This design comes from an exercise in tuning for a short achievable clock period and few clock cycles on the open sky130 flow, not from production work. Where RTL was checked, it was by simulation tests only, not by an equivalence proof against the original. No activity file was given, so power comes from the tool's default toggle rates.

==> inputs of run X <==
==> flow/design.v <==
`timescale 1ns / 1ps
module MIPS_DLX(
	input         clock,
	input         reset,
	input         enable,
	output [9:0]  imem_addr,
	input  [31:0] imem_data,
	output [9:0]  dmem_addr,
	output [31:0] dmem_wdata,
	output        dmem_we,
	input  [31:0] dmem_rdata
);
reg [9:0]  pc;
reg        e_we, e_load, e_store, e_br, e_bne, e_pred;
reg [4:0]  e_dst;
reg [9:0]  e_alt;
reg        e_fa_ld, e_fa_res, e_fb_ld, e_fb_res, e_fc_ld, e_fc_res;
reg [31:0] e_a, e_b, e_c;         
reg [9:0]  e_imm;
reg        e_sub, e_arith, e_and, e_or, e_xor, e_nor, e_slt, e_sltu;
reg        e_sll, e_sr, e_sra, e_big;
reg        m_we, m_load, m_store;
reg [4:0]  m_dst;
reg [31:0] m_res;
reg [9:0]  m_addr;
reg [31:0] m_wdata;
reg [31:0] rf [1:31];
wire [31:0] m_data = m_load ? dmem_rdata : m_res;
assign dmem_addr  = m_addr;
assign dmem_wdata = m_wdata;
assign dmem_we    = m_store & enable;
wire [31:0] a = ({32{e_fa_ld}} & dmem_rdata) | ({32{e_fa_res}} & m_res) | ({32{~(e_fa_ld | e_fa_res)}} & e_a);
wire [31:0] b = ({32{e_fb_ld}} & dmem_rdata) | ({32{e_fb_res}} & m_res) | ({32{~(e_fb_ld | e_fb_res)}} & e_b);
wire [31:0] c = ({32{e_fc_ld}} & dmem_rdata) | ({32{e_fc_res}} & m_res) | ({32{~(e_fc_ld | e_fc_res)}} & e_c);
wire [32:0] sum  = {1'b0, a} + {1'b0, c ^ {32{e_sub}}} + {32'd0, e_sub};
wire        lt   = (a[31] ^ c[31]) ? a[31] : sum[31];
wire        ltu  = ~sum[32];
wire [4:0]  sh   = c[4:0];
wire        big  = e_big & (|c[31:5]);
wire [31:0] shl  = a << sh;
wire [32:0] shr  = $signed({e_sra & a[31], a}) >>> sh;
wire [31:0] res_shl = big ? 32'd0 : shl;
wire [31:0] res_shr = big ? {32{e_sra & a[31]}} : shr[31:0];
wire [31:0] res = ({32{e_arith}} & sum[31:0])
                | ({32{e_and}}   & (a & c))
                | ({32{e_or}}    & (a | c))
                | ({32{e_xor}}   & (a ^ c))
                | ({32{e_nor}}   & ~(a | c))
                | {31'd0, (e_slt & lt) | (e_sltu & ltu)}
                | ({32{e_sll}}   & res_shl)
                | ({32{e_sr}}    & res_shr);
wire        taken      = (a == b) ^ e_bne;
wire        mispredict = e_br & (taken ^ e_pred);
wire [9:0]  addr       = a[9:0] + e_imm;
wire [31:0] ins   = imem_data;
wire [5:0]  op    = ins[31:26];
wire [4:0]  rs    = ins[25:21];
wire [4:0]  rt    = ins[20:16];
wire [4:0]  rd    = ins[15:11];
wire [5:0]  funct = ins[5:0];
wire is_r    = op == 6'b000000;
wire is_j    = op == 6'b000010;
wire is_beq  = op == 6'b000100;
wire is_bne  = op == 6'b000101;
wire is_addi = op == 6'b001000;
wire is_slti = op == 6'b001010;
wire is_andi = op == 6'b001100;
wire is_ori  = op == 6'b001101;
wire is_xori = op == 6'b001110;
wire is_lw   = op == 6'b100011;
wire is_sw   = op == 6'b101011;
wire is_imm  = is_addi | is_slti | is_andi | is_ori | is_xori;
wire is_br   = is_beq | is_bne;
wire [4:0] dst = is_r ? rd : rt;
wire       we  = (is_r | is_imm | is_lw) & (dst != 5'd0);
wire f_add  = is_r & (funct == 6'h20 || funct == 6'h21);
wire f_sub  = is_r & (funct == 6'h22 || funct == 6'h23);
wire f_or   = is_r & (funct == 6'h25);
wire f_xor  = is_r & (funct == 6'h26);
wire f_nor  = is_r & (funct == 6'h27);
wire f_slt  = is_r & (funct == 6'h2a);
wire f_sltu = is_r & (funct == 6'h2b);
wire f_sll  = is_r & (funct == 6'h00);
wire f_srl  = is_r & (funct == 6'h02);
wire f_sra  = is_r & (funct == 6'h03);
wire f_sllv = is_r & (funct == 6'h04);
wire f_srlv = is_r & (funct == 6'h06);
wire f_srav = is_r & (funct == 6'h07);
wire f_and  = is_r & ~(f_add | f_sub | f_or | f_xor | f_nor | f_slt | f_sltu |
                       f_sll | f_srl | f_sra | f_sllv | f_srlv | f_srav);
wire [31:0] imm = {{16{ins[15]}}, ins[15:0]};
wire [31:0] rf_a = (rs == 5'd0) ? 32'd0 : rf[rs];
wire [31:0] rf_b = (rt == 5'd0) ? 32'd0 : rf[rt];
wire        byp_a = m_we & (m_dst == rs);
wire        byp_b = m_we & (m_dst == rt);
wire [31:0] val_a = byp_a ? m_data : rf_a;
wire [31:0] val_b = byp_b ? m_data : rf_b;
wire fwd_a = e_we & (e_dst == rs);
wire fwd_b = e_we & (e_dst == rt);
wire same = rs == rt;
wire pred = is_beq ? (same | ins[15]) : ~same;
wire [9:0] pc1 = pc + 10'd1;
wire [9:0] tgt = pc + ins[9:0];
wire [9:0] f_next = is_j ? ins[9:0] : (is_br & pred) ? tgt : pc1;
assign imem_addr = pc;
always @(posedge clock) begin
	if (reset)
		pc <= 10'd0;
	else if (enable)
		pc <= mispredict ? e_alt : f_next;
end
wire kill = mispredict;
always @(posedge clock) begin
	if (reset) begin
		e_we <= 1'b0; e_load <= 1'b0; e_store <= 1'b0; e_br <= 1'b0;
	end else if (enable) begin
		e_we    <= we & ~kill;
		e_load  <= is_lw & ~kill;
		e_store <= is_sw & ~kill;
		e_br    <= is_br & ~kill;
	end
end
always @(posedge clock) begin
	if (enable) begin
		e_dst    <= dst;
		e_bne    <= is_bne;
		e_pred   <= pred;
		e_alt    <= pred ? pc1 : tgt;
		e_fa_ld  <= fwd_a & e_load;
		e_fa_res <= fwd_a & ~e_load;
		e_fb_ld  <= fwd_b & e_load;
		e_fb_res <= fwd_b & ~e_load;
		e_fc_ld  <= fwd_b & e_load & ~is_imm;
		e_fc_res <= fwd_b & ~e_load & ~is_imm;
		e_a      <= val_a;
		e_b      <= val_b;
		e_c      <= is_imm ? imm : val_b;
		e_imm    <= ins[9:0];
		e_sub    <= f_sub | f_slt | f_sltu | is_slti;
		e_arith  <= f_add | f_sub | is_addi;
		e_and    <= f_and | is_andi;
		e_or     <= f_or | is_ori;
		e_xor    <= f_xor | is_xori;
		e_nor    <= f_nor;
		e_slt    <= f_slt | is_slti;
		e_sltu   <= f_sltu;
		e_sll    <= f_sll | f_sllv;
		e_sr     <= f_srl | f_sra | f_srlv | f_srav;
		e_sra    <= f_sra | f_srav;
		e_big    <= f_sll | f_srl | f_sra;
	end
end
always @(posedge clock) begin
	if (reset) begin
		m_we <= 1'b0; m_load <= 1'b0; m_store <= 1'b0;
	end else if (enable) begin
		m_we    <= e_we;
		m_load  <= e_load;
		m_store <= e_store;
	end
end
always @(posedge clock) begin
	if (enable) begin
		m_dst   <= e_dst;
		m_res   <= res;
		m_addr  <= addr;
		m_wdata <= b;
	end
end
always @(posedge clock) begin
	if (enable && m_we)
		rf[m_dst] <= m_data;
end
endmodule
==> flow/run.sh <==
#!/bin/bash
# synth_recipe.tcl (not shown) runs the flow's synth.tcl, then flattens the netlist and writes it again
# the make line also repeats each setting of config.mk as NAME=value (left out here)
make -C /OpenROAD-flow-scripts/flow DESIGN_CONFIG=/design/flow/config.mk WORK_HOME=/design/flow/orfs CLKGATE_MAP_FILE= SYNTH_SCRIPT=/design/flow/synth_recipe.tcl finish
==> flow/config.mk <==
export PLATFORM = sky130hd
export DESIGN_NAME = MIPS_DLX
export DESIGN_NICKNAME = MIPS_DLX
export VERILOG_FILES = /design/flow/design.v
export SDC_FILE = /design/flow/constraint.sdc
export NUM_CORES = 8
export LEC_CHECK = 0
export CAP_MARGIN = 20
export CORE_MARGIN = 2
export CORE_UTILIZATION = 40
export SLEW_MARGIN = 20
==> flow/constraint.sdc <==
create_clock -name core_clock -period 10.0 [get_ports {clock}]
set_input_delay 2.0000 -clock core_clock [delete_from_list [all_inputs] [get_ports {clock}]]
set_output_delay 2.0000 -clock core_clock [all_outputs]
set_load 0.01 [all_outputs]
==> run D (differences from run X) <==
--- a/flow/design.v
+++ b/flow/design.v
@@ -16,2 +16,5 @@
 reg [9:0]  e_alt;
+reg [9:0]  e_pc;
+reg        e_hit, e_spred;
+reg [1:0]  e_ctr;
 reg        e_fa_ld, e_fa_res, e_fb_ld, e_fb_res, e_fc_ld, e_fc_res;
@@ -21,2 +24,4 @@
 reg        e_sll, e_sr, e_sra, e_big;
+reg        e_ek_addi, e_ek_andi, e_ek_slt, e_ek_sltu, e_ezk;
+reg [31:0] e_negimm;
 reg        m_we, m_load, m_store;
@@ -54,2 +59,4 @@
 wire [9:0]  addr       = a[9:0] + e_imm;
+wire        ezero      = (e_ek_addi & (a == e_negimm)) | (e_ek_andi & ~|(a & c)) |
+                         (e_ek_slt & ~lt) | (e_ek_sltu & ~ltu);
 wire [31:0] ins   = imem_data;
@@ -100,3 +107,14 @@
 wire same = rs == rt;
-wire pred = is_beq ? (same | ins[15]) : ~same;
+wire spred = is_beq ? (same | ins[15]) : ~same;
+reg        bp_v   [0:31];
+reg [4:0]  bp_tag [0:31];
+reg [1:0]  bp_ctr [0:31];
+wire [4:0] bp_i   = pc[4:0];
+wire       bp_hit = bp_v[bp_i] & (bp_tag[bp_i] == pc[9:5]);
+wire [1:0] bp_c   = bp_ctr[bp_i];
+wire dpred = bp_hit ? bp_c[1] : spred;
+wire [4:0] zr       = (rt == 5'd0) ? rs : rt;
+wire       early_ok = is_br & ~same & ((rt == 5'd0) | (rs == 5'd0)) &
+                      e_we & e_ezk & (e_dst == zr);
+wire       pred     = early_ok ? (is_beq ? ezero : ~ezero) : dpred;
 wire [9:0] pc1 = pc + 10'd1;
@@ -127,2 +145,6 @@
 		e_pred   <= pred;
+		e_pc     <= pc;
+		e_hit    <= bp_hit;
+		e_spred  <= spred;
+		e_ctr    <= bp_c;
 		e_alt    <= pred ? pc1 : tgt;
@@ -150,2 +172,8 @@
 		e_big    <= f_sll | f_srl | f_sra;
+		e_ek_addi <= is_addi;
+		e_ek_andi <= is_andi;
+		e_ek_slt  <= f_slt | is_slti;
+		e_ek_sltu <= f_sltu;
+		e_ezk     <= is_addi | is_andi | f_slt | is_slti | f_sltu;
+		e_negimm  <= 32'd0 - imm;
 	end
@@ -169,2 +197,19 @@
 end
+wire [1:0] ctr0  = e_hit ? e_ctr : (e_spred ? 2'b10 : 2'b01);
+wire [1:0] ctr1  = taken ? ((ctr0 == 2'b11) ? 2'b11 : ctr0 + 2'b01)
+                         : ((ctr0 == 2'b00) ? 2'b00 : ctr0 - 2'b01);
+integer k;
+always @(posedge clock) begin
+	if (reset) begin
+		for (k = 0; k < 32; k = k + 1) bp_v[k] <= 1'b0;
+	end else if (enable && e_br) begin
+		bp_v[e_pc[4:0]] <= 1'b1;
+	end
+end
+always @(posedge clock) begin
+	if (enable && e_br) begin
+		bp_tag[e_pc[4:0]] <= e_pc[9:5];
+		bp_ctr[e_pc[4:0]] <= ctr1;
+	end
+end
 always @(posedge clock) begin
==> flow/flow/run.sh (new file) <==
#!/bin/bash
# Standard ORFS layout, with repair_timing asked for more setup slack than the default.
set -euo pipefail
bash standard.sh SETUP_SLACK_MARGIN=6 finish > standard.log 2>&1
==> flow/standard.sh (new file) <==
#!/bin/bash
# synth_recipe.tcl (not shown) runs the flow's synth.tcl, then flattens the netlist and writes it again
# the make line also repeats each setting of config.mk as NAME=value (left out here)
make -C /OpenROAD-flow-scripts/flow DESIGN_CONFIG=/design/flow/config.mk WORK_HOME=/design/flow/orfs CLKGATE_MAP_FILE= SYNTH_SCRIPT=/design/flow/synth_recipe.tcl "${@:-finish}"
--- a/flow/config.mk
+++ b/flow/config.mk
@@ -10,2 +10,3 @@
 export CORE_UTILIZATION = 40
+export SETUP_SLACK_MARGIN = 5
 export SLEW_MARGIN = 20
removed: flow/run.sh
==> qor summary <==
quantity	run X	run D
Status	timing/DRC/antenna clean	timing/DRC/antenna clean
Synth Area in Simple Gates	4.16%	6.48%
Non-clock buffers	250	499
Sw Share	27.3%	27.9%
Number of gates resized after cts	0	674
Leakage power summed over all cells	24.8 nW	31.3 nW
Number of global-route vias before repair	43400	52300
Number of placement rows	148	162
Final core occ	45.4%	48.0%
Adder-Cell Fraction of Synth Area	2.29%	1.98%
Area of combinational cells with multiple inputs	0.0271 mm^2	0.0340 mm^2
Post-synthesis cell area	0.0655 mm^2	0.0784 mm^2
Count of mapped cells out of synthesis	4487	5323
Longest individual stage delay on the worst path	640 ps	570 ps
Met3 usage	5.46%	5.91%
Via density per instance	6.42	6.41
Met1 Resource Use GR	35.3%	36.9%
Testbench counts of run X, summed over its fixed seeds: cycles 31,486.
Only the layout flow was run in run D; the RTL was not checked for function there.

## afterwards: timing with drivers on the ports
No port has a modelled driver above. Below, the same layouts with a new extraction and two added sets of constraints.
Step 1 (the two cells are an assumption about what drives the block):
set clk [get_ports {clock}]
set_driving_cell -lib_cell sky130_fd_sc_hd__clkbuf_16 $clk
set_driving_cell -lib_cell sky130_fd_sc_hd__buf_2 [delete_from_list [all_inputs] $clk]
Step 2, shift: input delay + t, output delay - t, t = (earliest + latest rising clock arrival at the registers) / 2. This alone moves slack from input paths to output paths.
Three values: ideal, step 1, step 2; two values: the first two.
run	t (ns)	setup slack, ns	worst hold slack (ns)	worst setup path after step 2	worst slew at a driven data input, ns
run X	0.849	3.764 / 3.790 / 2.942	0.478 / 0.478 / 0.478	input to register	0.16
run D	0.885	4.977 / 4.985 / 4.100	0.461 / 0.461 / 0.461	input to register	0.26
After both steps setup and hold are still met in every run listed. The setup slack of run D, which loses most, moves by +0.008 ns with the drivers and by -0.877 ns with both steps.
